Background: an optimization exercise with open tools, aiming at small area, a short achievable clock period and few clock cycles. Do not read the settings as production practice.
Where RTL was checked, it was by simulation tests only, not by an equivalence proof against the original.
Power is estimated from default activity; no workload was simulated.

==> flow/design.v <==
module circle_control(input logic clk, input logic rst_n, input logic [2:0] colour,
                      input logic [7:0] centre_x, input logic [6:0] centre_y, input logic [7:0] diameter,
                      input logic start, output logic done,
                      output logic [7:0] vga_x, output logic [6:0] vga_y,
                      output logic [2:0] vga_colour, output logic vga_plot);
     function automatic logic [9:0] fadd(input logic [9:0] x, input logic [9:0] y, input logic c);
          logic [9:0] p, g, gg, pp;
          p = x ^ y;
          g = x & y;
          g[0] = g[0] | (p[0] & c);
          pp = p;
          for (int l = 0; l < 4; l++) begin
               for (int i = 9; i >= 0; i--) begin
                    if (((i >> l) & 1) == 1) begin
                         g[i]  = g[i] | (pp[i] & g[((i >> l) << l) - 1]);
                         pp[i] = pp[i] & pp[((i >> l) << l) - 1];
                    end
               end
          end
          fadd[0] = p[0] ^ c;
          for (int i = 1; i < 10; i++) fadd[i] = p[i] ^ g[i - 1];
     endfunction
     function automatic logic fcmp(input logic [7:0] x, input logic [7:0] y, input logic c);
          logic [9:0] s;
          s = fadd({2'b00, x}, {2'b00, ~y}, c);
          fcmp = s[8];
     endfunction
     function automatic logic [18:0] fadd19(input logic [18:0] x, input logic [18:0] y);
          logic [18:0] p, g, pp;
          p = x ^ y;
          g = x & y;
          pp = p;
          for (int l = 0; l < 5; l++) begin
               for (int i = 18; i >= 0; i--) begin
                    if (((i >> l) & 1) == 1) begin
                         g[i]  = g[i] | (pp[i] & g[((i >> l) << l) - 1]);
                         pp[i] = pp[i] & pp[((i >> l) << l) - 1];
                    end
               end
          end
          fadd19[0] = p[0];
          for (int i = 1; i < 19; i++) fadd19[i] = p[i] ^ g[i - 1];
     endfunction
     function automatic logic [37:0] csa19(input logic [18:0] x, input logic [18:0] y, input logic [18:0] z);
          logic [18:0] sm, cy;
          sm = x ^ y ^ z;
          cy = ((x & y) | (x & z) | (y & z)) << 1;
          csa19 = {cy, sm};
     endfunction
     logic start_r, start_rr;
     logic [7:0] d_r, cx_r;
     logic [6:0] cy_r;
     always_ff @(posedge clk) begin
          start_r    <= start;
          start_rr   <= start_r;
          d_r        <= diameter;
          cx_r       <= centre_x;
          cy_r       <= centre_y;
          vga_colour <= colour;
     end
     logic [18:0] dz, m6, m3;
     logic [18:0] s296;
     assign dz   = {11'd0, d_r};
     assign s296 = (dz << 8) + (dz << 5) + (dz << 3);
     assign m6   = s296 + dz + 19'd510;
     assign m3   = (s296 << 2) + dz + 19'd1019;
     logic [6:0] dh_c;                                
     assign dh_c = d_r[7:1] + {6'd0, d_r[0]};
     logic [9:0] x1_c, x2_c;
     assign x1_c = fadd({2'b00, cx_r}, {3'b000, dh_c}, 1'b0);
     assign x2_c = fadd({2'b00, cx_r}, ~{3'b000, dh_c}, 1'b1);
     logic [6:0] k6;
     logic [7:0] k3;
     logic [6:0] dh;
     logic       d0;       
     logic [8:0] x1;       
     logic [7:0] x2;       
     logic       en2;      
     always_ff @(posedge clk) begin
          k6  <= m6[16:10];
          k3  <= m3[18:11];
          dh  <= dh_c;
          d0  <= (d_r == 8'd0);
          x1  <= x1_c[8:0];
          x2  <= x2_c[7:0];
          en2 <= !x2_c[9] && (cx_r != 8'd0);
     end
     logic [9:0] y1_c, y3_c, kk_c;
     assign y1_c = fadd({3'b000, cy_r}, {3'b000, k6}, 1'b0);
     assign y3_c = fadd({3'b000, cy_r}, ~{2'b00, k3}, 1'b1);
     assign kk_c = fadd({3'b000, k6}, {2'b00, k3}, 1'b0);
     logic [7:0] y1;       
     logic [6:0] y3;       
     logic       en3;      
     logic [7:0] kk;       
     always_ff @(posedge clk) begin
          y1  <= y1_c[7:0];
          y3  <= y3_c[6:0];
          en3 <= !y3_c[9];
          kk  <= kk_c[7:0];
     end
     logic [7:0] ox, oy;
     logic [9:0] crit;      
     logic [8:0] dd;        
     logic [9:0] cx10, y110, y310;
     assign cx10 = {2'b00, cx_r};
     assign y110 = {2'b00, y1};
     assign y310 = {3'b000, y3};
     logic [9:0] ox10, oy10;
     assign ox10 = {2'b00, ox};
     assign oy10 = {2'b00, oy};
     logic [9:0] xa1, xb1, xa2, xb2, x3a, x3b, ya, yb, y3x;
     assign xa1 = fadd({1'b0, x1}, ~ox10, 1'b1);
     assign xb1 = fadd({1'b0, x1}, ~oy10, 1'b1);
     assign xa2 = fadd({2'b00, x2}, ox10, 1'b0);
     assign xb2 = fadd({2'b00, x2}, oy10, 1'b0);
     assign x3a = fadd(d0 ? {3'b000, cy_r} : cx10, oy10, 1'b0);
     assign x3b = fadd(cx10, ~oy10, 1'b1);
     assign ya  = fadd(y110, ~oy10, 1'b1);
     assign yb  = fadd(y110, ~ox10, 1'b1);
     assign y3x = fadd(y310, ox10, 1'b0);
     function automatic logic in159(input logic [9:0] v);    
          in159 = !v[9] && (v[8:0] != 9'd0) && (v[8:0] <= 9'd159);
     endfunction
     function automatic logic in119(input logic [9:0] v);    
          in119 = !v[9] && (v[8:0] != 9'd0) && (v[8:0] <= 9'd119);
     endfunction
     logic eq, ax, oxgt, oxge, oygt, oyge, oxk;
     assign eq   = (dd == 9'd0);
     assign ax   = (oy == 8'd0);
     assign oxgt = fcmp(ox, {1'b0, dh}, 1'b0);
     assign oxge = fcmp(ox, {1'b0, dh}, 1'b1);
     assign oygt = fcmp(oy, {1'b0, dh}, 1'b0);
     assign oyge = fcmp(oy, {1'b0, dh}, 1'b1);
     assign oxk  = fcmp(ox, kk, 1'b0);
     logic ya_ok, yb_ok, y3x_ok;
     assign ya_ok  = in119(ya);
     assign yb_ok  = in119(yb);
     assign y3x_ok = en3 && (y3x <= 10'd99) && oxk;
     logic [6:0] cand;
     assign cand[0] = in159(xa1) && oxgt && ya_ok;
     assign cand[1] = in159(xb1) && oygt && yb_ok && !eq;
     assign cand[2] = en2 && (xa2 <= 10'd159) && oxge && ya_ok && !(eq && !ax);
     assign cand[3] = en2 && (xb2 <= 10'd159) && oyge && yb_ok && !ax;
     assign cand[4] = !d0 && (x3a <= 10'd159) && (x3a != 10'd0) && y3x_ok && !eq;
     assign cand[5] = in159(x3b) && y3x_ok && !ax;
     assign cand[6] = d0 && in159(xa1) && (x3a <= 10'd99) && !ax && !eq;
     logic cpos, lval;
     assign cpos = !crit[9];
     assign lval = dd[8] || eq;                       
     logic [9:0] c1, c2;
     assign c1 = fadd(crit, {1'b0, oy, 1'b1}, 1'b0);                        
     assign c2 = fadd(crit, {dd, 1'b1}, 1'b0);                             
     logic [6:0] cr;        
     logic [7:0] oxc, oyc;
     logic busy;
     logic [6:0] sel;       
     assign sel = cr & ~{cr[5:0] | {cr[4:0], 1'b0} | {cr[3:0], 2'b0} | {cr[2:0], 3'b0} |
                         {cr[1:0], 4'b0} | {cr[0], 5'b0}, 1'b0};
     logic adv;
     assign adv = ((cr & ~sel) == 7'd0);
     logic [7:0] xbase, xoff, ybase, yoff;
     logic xs, ys, uox;
     assign uox   = sel[0] | sel[2] | sel[6];           
     assign xs    = sel[0] | sel[1] | sel[5] | sel[6];
     assign ys    = sel[0] | sel[1] | sel[2] | sel[3];
     assign xbase = ({8{sel[0] | sel[1]}} & x1[7:0]) | ({8{sel[2] | sel[3]}} & x2) |
                    ({8{sel[4] | sel[5] | sel[6]}} & cx_r);
     assign ybase = ys ? y1 : {1'b0, y3};
     assign xoff  = uox ? oxc : oyc;
     assign yoff  = uox ? oyc : oxc;
     logic [9:0] pxs, pys;
     assign pxs = fadd({2'b00, xbase ^ {8{xs}}}, {2'b00, xoff}, 1'b0);
     assign pys = fadd({2'b00, ybase ^ {8{ys}}}, {2'b00, yoff}, 1'b0);
     always_ff @(posedge clk) begin
          if (!start_r) begin
               ox   <= d_r;
               oy   <= 8'd0;
               crit <= 10'd0 - {2'b00, d_r};
               dd   <= 9'd0 - {1'b0, d_r};
          end else if (!start_rr || (busy && adv && lval)) begin
               ox   <= cpos ? ox - 8'd1 : ox;
               oy   <= oy + 8'd1;
               crit <= cpos ? c2 : c1;
               dd   <= (d0 && ax) ? 9'h102 : dd + (cpos ? 9'd2 : 9'd1);
          end
          if (!start_rr) begin
               cr   <= cand;
               oxc  <= ox;
               oyc  <= oy;
               busy <= 1'b1;
          end else if (busy) begin
               if (adv) begin
                    cr   <= cand;
                    oxc  <= ox;
                    oyc  <= oy;
                    busy <= lval;
               end else begin
                    cr <= cr & ~sel;
               end
          end
          vga_x    <= pxs[7:0] ^ {8{xs}};
          vga_y    <= pys[6:0] ^ {7{ys}};
          vga_plot <= rst_n && start && start_rr && busy && (cr != 7'd0);
          if (!rst_n || !start) done <= 1'b0;
          else if (start_rr && busy && adv && !lval) done <= 1'b1;
     end
endmodule
module reuleaux(input logic clk, input logic rst_n, input logic [2:0] colour,
                input logic [7:0] centre_x, input logic [6:0] centre_y, input logic [7:0] diameter,
                input logic start, output logic done,
                output logic [7:0] vga_x, output logic [6:0] vga_y,
                output logic [2:0] vga_colour, output logic vga_plot);
     circle_control u_ctl(.clk(clk), .rst_n(rst_n), .colour(colour), .centre_x(centre_x),
                          .centre_y(centre_y), .diameter(diameter), .start(start), .done(done),
                          .vga_x(vga_x), .vga_y(vga_y), .vga_colour(vga_colour), .vga_plot(vga_plot));
endmodule
==> flow/config.mk <==
export PLATFORM = sky130hd
export DESIGN_NAME = reuleaux
export DESIGN_NICKNAME = reuleaux
export VERILOG_FILES = /design/flow/design.v
export SDC_FILE = /design/flow/constraint.sdc
export NUM_CORES = 4
export LEC_CHECK = 0
export CAP_MARGIN = 20
export CORE_MARGIN = 2
export CORE_UTILIZATION = 40
export SLEW_MARGIN = 20
==> flow/constraint.sdc <==
create_clock -name core_clock -period 10.0 [get_ports {clk}]
set_input_delay 2.0000 -clock core_clock [delete_from_list [all_inputs] [get_ports {clk}]]
set_output_delay 2.0000 -clock core_clock [all_outputs]
set_load 0.01 [all_outputs]
run.sh (not shown) runs the stock make flow with config.mk's settings and CLKGATE_MAP_FILE= SYNTH_SCRIPT=/design/flow/synth_recipe.tcl, a recipe that flattens the netlist after the stock synthesis.
Testbench counts at the start, summed over its fixed seeds: cycles 17,484.
Edit:
--- a/flow/design.v
+++ b/flow/design.v
@@ -2,25 +2,11 @@
                       input logic [7:0] centre_x, input logic [6:0] centre_y, input logic [7:0] diameter,
                       input logic start, output logic done,
                       output logic [7:0] vga_x, output logic [6:0] vga_y,
                       output logic [2:0] vga_colour, output logic vga_plot);
      function automatic logic [9:0] fadd(input logic [9:0] x, input logic [9:0] y, input logic c);
-          logic [9:0] p, g, gg, pp;
-          p = x ^ y;
-          g = x & y;
-          g[0] = g[0] | (p[0] & c);
-          pp = p;
-          for (int l = 0; l < 4; l++) begin
-               for (int i = 9; i >= 0; i--) begin
-                    if (((i >> l) & 1) == 1) begin
-                         g[i]  = g[i] | (pp[i] & g[((i >> l) << l) - 1]);
-                         pp[i] = pp[i] & pp[((i >> l) << l) - 1];
-                    end
-               end
-          end
-          fadd[0] = p[0] ^ c;
-          for (int i = 1; i < 10; i++) fadd[i] = p[i] ^ g[i - 1];
+          fadd = x + y + {9'd0, c};
      endfunction
      function automatic logic fcmp(input logic [7:0] x, input logic [7:0] y, input logic c);
           logic [9:0] s;
           s = fadd({2'b00, x}, {2'b00, ~y}, c);
           fcmp = s[8];
Sequential share of layout area decreases by 1.0 points.
Sequential cell count stays the same.
Clock power fell by 4.1%.
Cell area increases by 4.0%.
Non-clock buffer count fell by 4.
Setup slack got worse by 0.12 ns.
Wire length grows by 10%.
Global-route usage went up by 0.69 points.
Register-to-register slack loses 0.12 ns.
The RTL of the second run of this note was laid out without a check of its function.

==> re-timing with driven ports <==
The results above use ideal ports. As a check the final layouts listed here were re-extracted and re-timed, cells and wires unchanged.
Step 1 assumes that a clkbuf_16 drives the clock port and a buf_2 every other input.
Step 2 adds t to the input delays and takes it off the output delays; t is the mean of the earliest and latest rising clock arrival at the registers after step 1. Input paths then give back, and output paths get back, about the clock's delay inside the block.
Three values: ideal ports, drivers, drivers and shift; two values: the first two.
run	shift t [ns]	setup WS [ns]	worst slew at a driven data input, ns	pins driven straight from the clock port
the first run	0.491	6.114 / 6.114 / 6.114	0.03	1
the second run	0.490	5.991 / 5.991 / 5.991	0.03	1
After both steps setup and hold are still met in every run listed.
